This design comes from an exercise in tuning for small area, a short achievable clock period and few clock cycles on the open sky130 flow, not from production work. The RTL was checked by simulation tests, not by an equivalence proof against the original design. No activity file was given, so power comes from the tool's default toggle rates.

## riscv_top
module riscv_top (
    input clk,
    input rst_n,
    output mem_req,
    output mem_we,
    output [31:0] mem_addr,
    output [31:0] mem_wdata,
    output [3:0] mem_wstrb,
    input mem_ready,
    input [31:0] mem_rdata,
    output run_complete
    );
    reg        halted;
    reg [31:0] ex_a;         
    reg [31:0] ex_b;         
    reg [31:0] ex_t;         
    reg [29:0] npc;          
    reg [4:0]  ex_rd;
    reg [2:0]  ex_f3;
    reg        ex_alt, ex_imres, ex_link;
    reg        ex_wr, ex_ld, ex_st, ex_jump, ex_eb;
    wire [31:0] alu_q;
    ALU alu (.A(ex_a), .B(ex_b), .func(ex_f3), .alt(ex_alt), .Q(alu_q));
    wire [31:0] link = {npc, 2'b00};
    wire ex_mem = ex_ld | ex_st;
    assign run_complete = halted | ex_eb;
    wire fetching = ~halted & ~ex_mem & ~ex_eb;
    wire [31:0] fa = (ex_mem | ex_jump) ? ex_t : link;
    assign mem_req = ~run_complete;
    assign mem_we = ex_st;
    assign mem_addr = {fa[31:2], ex_mem ? fa[1:0] : 2'b00};
    wire [31:0] load_data;
    load_store_unit lsu (.func(ex_f3), .byte_offset(ex_t[1:0]), .store_data(ex_b), .mem_rdata(mem_rdata),
                         .mem_wdata(mem_wdata), .mem_wstrb(mem_wstrb), .load_data(load_data));
    wire [31:0] res_nl = ex_link ? link : ex_imres ? ex_t : alu_q;
    wire [31:0] wdata = ex_ld ? load_data : res_nl;
    wire        rf_we = ex_wr & (~ex_ld | mem_ready);
    wire [31:0] ins = mem_rdata;
    wire [4:0]  rs1 = ins[19:15], rs2 = ins[24:20];
    wire [31:0] r1, r2;
    registers rf (.clk(clk), .we(rf_we), .wa(ex_rd), .wd(wdata), .ra1(rs1), .ra2(rs2), .rd1(r1), .rd2(r2));
    wire d_load, d_store, d_branch, d_jal, d_jalr, d_lui, d_auipc, d_opimm, d_op, d_ebreak;
    wire [31:0] d_imm;
    sign_extender dec (.instruction(ins), .is_load(d_load), .is_store(d_store), .is_branch(d_branch),
                       .is_jal(d_jal), .is_jalr(d_jalr), .is_lui(d_lui), .is_auipc(d_auipc),
  ...
Size in the first run: roughly 5100 cells after synthesis, roughly 110 I/O pins, roughly 0.060 mm^2 of cells after synthesis.
==> flow/config.mk <==
export PLATFORM = sky130hd
export DESIGN_NAME = riscv_top
export DESIGN_NICKNAME = riscv_top
export VERILOG_FILES = /design/flow/design.v
export SDC_FILE = /design/flow/constraint.sdc
export NUM_CORES = 4
export LEC_CHECK = 0
export CAP_MARGIN = 20
export CORE_MARGIN = 2
export CORE_UTILIZATION = 40
export CTS_BUF_LIST = sky130_fd_sc_hd__clkbuf_16
export CTS_CLUSTER_DIAMETER = 100
export CTS_CLUSTER_SIZE = 20
export SETUP_SLACK_MARGIN = 5
export SLEW_MARGIN = 20
==> flow/constraint.sdc <==
create_clock -name core_clock -period 12.0 [get_ports {clk}]
set_input_delay 2.4000 -clock core_clock [delete_from_list [all_inputs] [get_ports {clk}]]
set_output_delay 2.4000 -clock core_clock [all_outputs]
set_load 0.01 [all_outputs]
run.sh (not shown) runs the stock make flow with config.mk's settings and CLKGATE_MAP_FILE= SYNTH_SCRIPT=/design/flow/synth_recipe.tcl, a recipe that flattens the netlist after the stock synthesis.
The baseline passed the timing, design-rule and antenna checks.
Testbench counts at the start, summed over its fixed seeds: cycles 20,570.
==> next run, changes <==
Settings changed: CTS_BUF_LIST sky130_fd_sc_hd__clkbuf_16 to not set, CTS_CLUSTER_DIAMETER 100 to not set, CTS_CLUSTER_SIZE 20 to not set.
Outcome: Setup slack is better by 0.017 ns. Power grows by 13%. Sequential share of layout area came out lower by 1.3 points. Maximum frequency hardly moves.

* * *

Setup of job 101:
The RTL this note starts from:
==> flow/design.v <==
module ALU (
    input [31:0] A,
    input [31:0] B,
    input [2:0] func,
    input alt,
    input sub,               
    output reg [31:0] Q
);
    wire [31:0] sum;
    wire co;
    fast_add #(32) add (.a(A), .b(B), .cin(sub), .s(sum), .cout(co));
    wire ltu = ~co;
    wire lt = (A[31] ^ ~B[31]) ? A[31] : sum[31];
    reg [31:0] a_rev, sh_rev;
    wire left = ~func[2];
    wire [31:0] sh_in = left ? a_rev : A;
    wire [32:0] sh_ext = {alt & A[31] & func[2], sh_in};
    wire [32:0] sh_out = $signed(sh_ext) >>> B[4:0];
    integer k;
    always @ (*) begin
        for (k = 0; k < 32; k = k + 1) begin
            a_rev[k] = A[31-k];
            sh_rev[k] = sh_out[31-k];
        end
    end
    always @ (*) begin
        case (func)
            3'b000 : Q = sum;
            3'b001 : Q = sh_rev;
            3'b010 : Q = {31'd0, lt};
            3'b011 : Q = {31'd0, ltu};
            3'b100 : Q = A ^ B;
            3'b101 : Q = sh_out[31:0];
            3'b110 : Q = A | B;
            default: Q = A & B;
        endcase
    end
endmodule
module registers (
    input clk,
    input we,
    input [4:0] wa,
    input [31:0] wd,
    input [4:0] ra1, ra2,
    output reg [31:0] rd1, rd2
    );
    reg [31:0] register [31:1];
    always @ (posedge clk) begin
        if (we && wa != 5'd0)
            register[wa] <= wd;
    end
    integer k;
    always @ (*) begin
        rd1 = 32'b0;
        rd2 = 32'b0;
        for (k = 1; k < 32; k = k + 1) begin
            rd1 = rd1 | (register[k] & {32{ra1 == k}});
            rd2 = rd2 | (register[k] & {32{ra2 == k}});
        end
    end
endmodule
module fast_add #(parameter W = 32, parameter L = 5) (
    input [W-1:0] a,
    input [W-1:0] b,
    input cin,
    output [W-1:0] s,
    output cout
);
    wire [W-1:0] g [0:L];
    wire [W-1:0] p [0:L];
    wire [W-1:0] x = a ^ b;
    assign g[0] = {a[W-1:1] & b[W-1:1], (a[0] & b[0]) | (x[0] & cin)};
    assign p[0] = x;
    genvar l, i;
    generate
        for (l = 0; l < L; l = l + 1) begin : lvl
            for (i = 0; i < W; i = i + 1) begin : bitpos
                if (i >= (1 << l)) begin : comb
                    assign g[l+1][i] = g[l][i] | (p[l][i] & g[l][i - (1 << l)]);
                    assign p[l+1][i] = p[l][i] & p[l][i - (1 << l)];
                end
                else begin : pass
                    assign g[l+1][i] = g[l][i];
                    assign p[l+1][i] = p[l][i];
                end
            end
        end
    endgenerate
    assign s = x ^ {g[L][W-2:0], cin};
    assign cout = g[L][W-1];
endmodule
module fast_inc #(parameter W = 30) (
    input [W-1:0] a,
    output [W-1:0] s
);
    genvar i;
    generate
        for (i = 0; i < W; i = i + 1) begin : bitpos
            if (i == 0) begin : lsb
                assign s[0] = ~a[0];
            end
            else begin : upper
                assign s[i] = a[i] ^ (&a[i-1:0]);
            end
        end
    endgenerate
endmodule
module sign_extender (
    input [31:0] instruction,
    output is_load, is_store, is_branch, is_jal, is_jalr, is_lui, is_auipc, is_opimm, is_op, is_ebreak,
    output reg [31:0] imm
    );
    wire [31:0] i = instruction;
    wire [4:0] op = i[6:2];
    assign is_load   = (op == 5'b00000);
    assign is_store  = (op == 5'b01000);
    assign is_branch = (op == 5'b11000);
    assign is_jal    = (op == 5'b11011);
    assign is_jalr   = (op == 5'b11001);
    assign is_lui    = (op == 5'b01101);
    assign is_auipc  = (op == 5'b00101);
    assign is_opimm  = (op == 5'b00100);
    assign is_op     = (op == 5'b01100);
    assign is_ebreak = (i == 32'h00100073);
    always @ (*) begin
        if (is_store)
            imm = {{20{i[31]}}, i[31:25], i[11:7]};
        else if (is_branch)
            imm = {{19{i[31]}}, i[31], i[7], i[30:25], i[11:8], 1'b0};
        else if (is_lui | is_auipc)
            imm = {i[31:12], 12'b0};
        else if (is_jal)
            imm = {{11{i[31]}}, i[31], i[19:12], i[20], i[30:21], 1'b0};
        else
            imm = {{20{i[31]}}, i[31:20]};
    end
endmodule
module load_store_unit (
    input [2:0] func,
    input [1:0] byte_offset,
    input [31:0] store_data,
    input [31:0] mem_rdata,
    output reg [31:0] mem_wdata,
    output reg [3:0] mem_wstrb,
    output reg [31:0] load_data
);
    reg [31:0] shifted;
    always @ (*) begin
        case (func[1:0])
            2'b00 : begin
                mem_wdata = {4{store_data[7:0]}};
                mem_wstrb = 4'b0001 << byte_offset;
            end
            2'b01 : begin
                mem_wdata = {2{store_data[15:0]}};
                mem_wstrb = byte_offset[1] ? 4'b1100 : 4'b0011;
            end
            default : begin
                mem_wdata = store_data;
                mem_wstrb = 4'b1111;
            end
        endcase
        shifted = mem_rdata >> {byte_offset, 3'b000};
        case (func)
            3'b000 : load_data = {{24{shifted[7]}}, shifted[7:0]};
            3'b001 : load_data = {{16{shifted[15]}}, shifted[15:0]};
            3'b100 : load_data = {24'b0, shifted[7:0]};
            3'b101 : load_data = {16'b0, shifted[15:0]};
            default: load_data = mem_rdata;
        endcase
    end
endmodule
module riscv_top (
    input clk,
    input rst_n,
    output mem_req,
    output mem_we,
    output [31:0] mem_addr,
    output [31:0] mem_wdata,
    output [3:0] mem_wstrb,
    input mem_ready,
    input [31:0] mem_rdata,
    output run_complete
    );
    reg        halted;
    reg [31:0] addr;         
    reg [31:0] ex_a;         
    reg [31:0] ex_b;         
    reg [4:0]  ex_rd;
    reg [2:0]  ex_f3;
    reg        ex_alt, ex_sub;
    reg        ex_wr, ex_ld, ex_st, ex_eb;
    wire [31:0] alu_q;
    ALU alu (.A(ex_a), .B(ex_b), .func(ex_f3), .alt(ex_alt), .sub(ex_sub), .Q(alu_q));
    wire ex_mem = ex_ld | ex_st;
    assign run_complete = halted | ex_eb;
    wire fetching = ~halted & ~ex_mem & ~ex_eb;
    assign mem_req = ~run_complete;
    assign mem_we = ex_st;
    assign mem_addr = addr;
    wire [31:0] load_data;
    load_store_unit lsu (.func(ex_f3), .byte_offset(addr[1:0]), .store_data(ex_b), .mem_rdata(mem_rdata),
                         .mem_wdata(mem_wdata), .mem_wstrb(mem_wstrb), .load_data(load_data));
    wire [31:0] wdata = ex_ld ? load_data : alu_q;
    wire        rf_we = ex_wr & (~ex_ld | mem_ready);
    wire [31:0] ins = mem_rdata;
    wire [4:0]  rs1 = ins[19:15], rs2 = ins[24:20];
    wire [31:0] r1, r2;
    registers rf (.clk(clk), .we(rf_we), .wa(ex_rd), .wd(wdata), .ra1(rs1), .ra2(rs2), .rd1(r1), .rd2(r2));
    wire d_load, d_store, d_branch, d_jal, d_jalr, d_lui, d_auipc, d_opimm, d_op, d_ebreak;
    wire [31:0] d_imm;
    sign_extender dec (.instruction(ins), .is_load(d_load), .is_store(d_store), .is_branch(d_branch),
                       .is_jal(d_jal), .is_jalr(d_jalr), .is_lui(d_lui), .is_auipc(d_auipc),
                       .is_opimm(d_opimm), .is_op(d_op), .is_ebreak(d_ebreak), .imm(d_imm));
    wire [31:0] a_rs = (ex_wr & (rs1 == ex_rd)) ? alu_q : r1;
    wire [31:0] b_rs = (ex_wr & (rs2 == ex_rd)) ? alu_q : r2;
    wire [29:0] pc_inc;
    fast_inc #(30) pc_add4 (.a(addr[31:2]), .s(pc_inc));
    wire [31:0] pc4 = {pc_inc, 2'b00};
    wire d_pcrel = d_branch | d_jal | d_auipc;
    wire [31:0] t_base = d_pcrel ? addr : a_rs;
    wire [31:0] t_sum;
    wire t_co;
    fast_add #(32) t_add (.a(t_base), .b(d_imm), .cin(1'b0), .s(t_sum), .cout(t_co));
    wire br_eq = (a_rs == b_rs);
    wire [31:0] br_diff;
    wire br_nb;
    fast_add #(32) br_cmp (.a(a_rs), .b(~b_rs), .cin(1'b1), .s(br_diff), .cout(br_nb));
    wire br_ltu = ~br_nb;
    wire br_lt = (a_rs[31] ^ b_rs[31]) ? a_rs[31] : br_ltu;
    reg  br_taken;
    always @ (*) begin
        case (ins[14:12])
            3'b000 : br_taken = br_eq;
            3'b001 : br_taken = ~br_eq;
            3'b100 : br_taken = br_lt;
            3'b101 : br_taken = ~br_lt;
            3'b110 : br_taken = br_ltu;
            3'b111 : br_taken = ~br_ltu;
            default: br_taken = 1'b0;
        endcase
    end
    wire d_mem = d_load | d_store;
    wire d_jump = d_jal | d_jalr;
    wire d_next_sum = d_mem | d_jump | (d_branch & br_taken);
    wire [31:0] next_addr = d_next_sum ? {t_sum[31:1], t_sum[0] & ~d_jalr} : pc4;
    wire [31:0] a_in = (d_mem | d_jump) ? pc4 : d_lui ? 32'd0 : d_auipc ? addr : a_rs;
    wire        d_alu = d_op | d_opimm;
    wire        d_sub = (d_op & ins[14:12] == 3'b000 & ins[30]) | (d_alu & ins[14:13] == 2'b01);
    wire [31:0] b_val = (d_opimm | d_lui | d_auipc) ? d_imm : d_jump ? 32'd0 : b_rs;
    wire [31:0] b_in = b_val ^ {32{d_sub}};
    wire d_wr = (d_load | d_jal | d_jalr | d_lui | d_auipc | d_opimm | d_op) & (ins[11:7] != 5'd0);
    wire take = fetching & mem_ready;    
    wire done = ex_mem & mem_ready;      
    wire hold = ex_mem & ~mem_ready;     
    always @ (posedge clk or negedge rst_n) begin
        if (!rst_n) begin
            halted <= 1'b0;
            addr <= 32'd0;
            ex_wr <= 1'b0;
            ex_ld <= 1'b0;
            ex_st <= 1'b0;
            ex_eb <= 1'b0;
        end
        else begin
            if (ex_eb)
                halted <= 1'b1;
            if (take)
                addr <= next_addr;
            else if (done)
                addr <= ex_a;
            if (!hold) begin
                ex_wr <= take & d_wr;
                ex_ld <= take & d_load;
                ex_st <= take & d_store;
                ex_eb <= take & d_ebreak;
            end
        end
    end
    always @ (posedge clk) begin
        if (take) begin
            ex_a <= a_in;
            ex_b <= b_in;
            ex_rd <= ins[11:7];
            ex_f3 <= (d_alu | d_mem) ? ins[14:12] : 3'b000;
            ex_alt <= ins[30] & (d_op | (d_opimm & ins[14:12] == 3'b101));
            ex_sub <= d_sub;
        end
    end
endmodule
==> flow/config.mk <==
export PLATFORM = sky130hd
export DESIGN_NAME = riscv_top
export DESIGN_NICKNAME = riscv_top
export VERILOG_FILES = /design/flow/design.v
export SDC_FILE = /design/flow/constraint.sdc
export NUM_CORES = 4
export LEC_CHECK = 0
export CAP_MARGIN = 20
export CORE_MARGIN = 2
export CORE_UTILIZATION = 40
export SETUP_SLACK_MARGIN = 5
export SLEW_MARGIN = 20
==> flow/constraint.sdc <==
create_clock -name core_clock -period 12.0 [get_ports {clk}]
set_input_delay 2.4000 -clock core_clock [delete_from_list [all_inputs] [get_ports {clk}]]
set_output_delay 2.4000 -clock core_clock [all_outputs]
set_load 0.01 [all_outputs]
Testbench counts of job 101, summed over its fixed seeds: cycles 20,570.
Changes in job 102 relative to job 101:
-- flow/config.mk --
<<< job 101, line 11
>>> job 102, line 11
export CTS_BUF_LIST = sky130_fd_sc_hd__clkbuf_16
export CTS_CLUSTER_DIAMETER = 100
export CTS_CLUSTER_SIZE = 20
==> run notes <==
The detailed-route via count in job 102 was lower than what job 101 gave. Between job 101 and job 102, the final routed wirelength across all metal layers does not differ in any meaningful way. When job 102 is measured against job 101, its relative area change from synthesis to final layout turns out 3.0 points lower. For the non-filler instance count after layout, job 102 came in 124 lower than job 101 did. Re period utilization: job 102 and job 101 aren't equal, and the higher value belongs to job 102. In the tables for job 102 and job 101, share of cell area taken by flip-flops and latches reads lower with job 101. Compared with job 101, job 102 shows number of cells on the critical path that has gone down by a few percent. Diff job 102..job 101 | count of antenna-violating nets left after detailed routing | unchanged. Diff job 101..job 102 | overall die height | unchanged.

[separate check: timing with driven ports]
Ports are ideal in the flow. The routed layouts listed here were re-timed in OpenROAD. Step 1: set_driving_cell puts a clkbuf_16 on clk and a buf_2 on each other input, an assumption about the parent block. Step 2 also shifts input and output timing later by t, the mid clock arrival at the registers, as if the neighbouring blocks saw the same clock. a / b / c = no drivers / after step 1 / after step 2; a / b = the first two.
run	t (ns)	slack for setup (ns)	worst register clock-pin slew, ns
the first run of note 1	0.792	4.903 / 4.952 / 4.168	0.10 / 0.10
the second run of note 1	0.847	4.921 / 4.976 / 4.129	0.07 / 0.07
job 101	0.838	4.967 / 5.013 / 4.175	0.07 / 0.07
job 102	0.809	4.851 / 4.907 / 4.098	0.10 / 0.10
After both steps setup and hold are still met in every run listed.
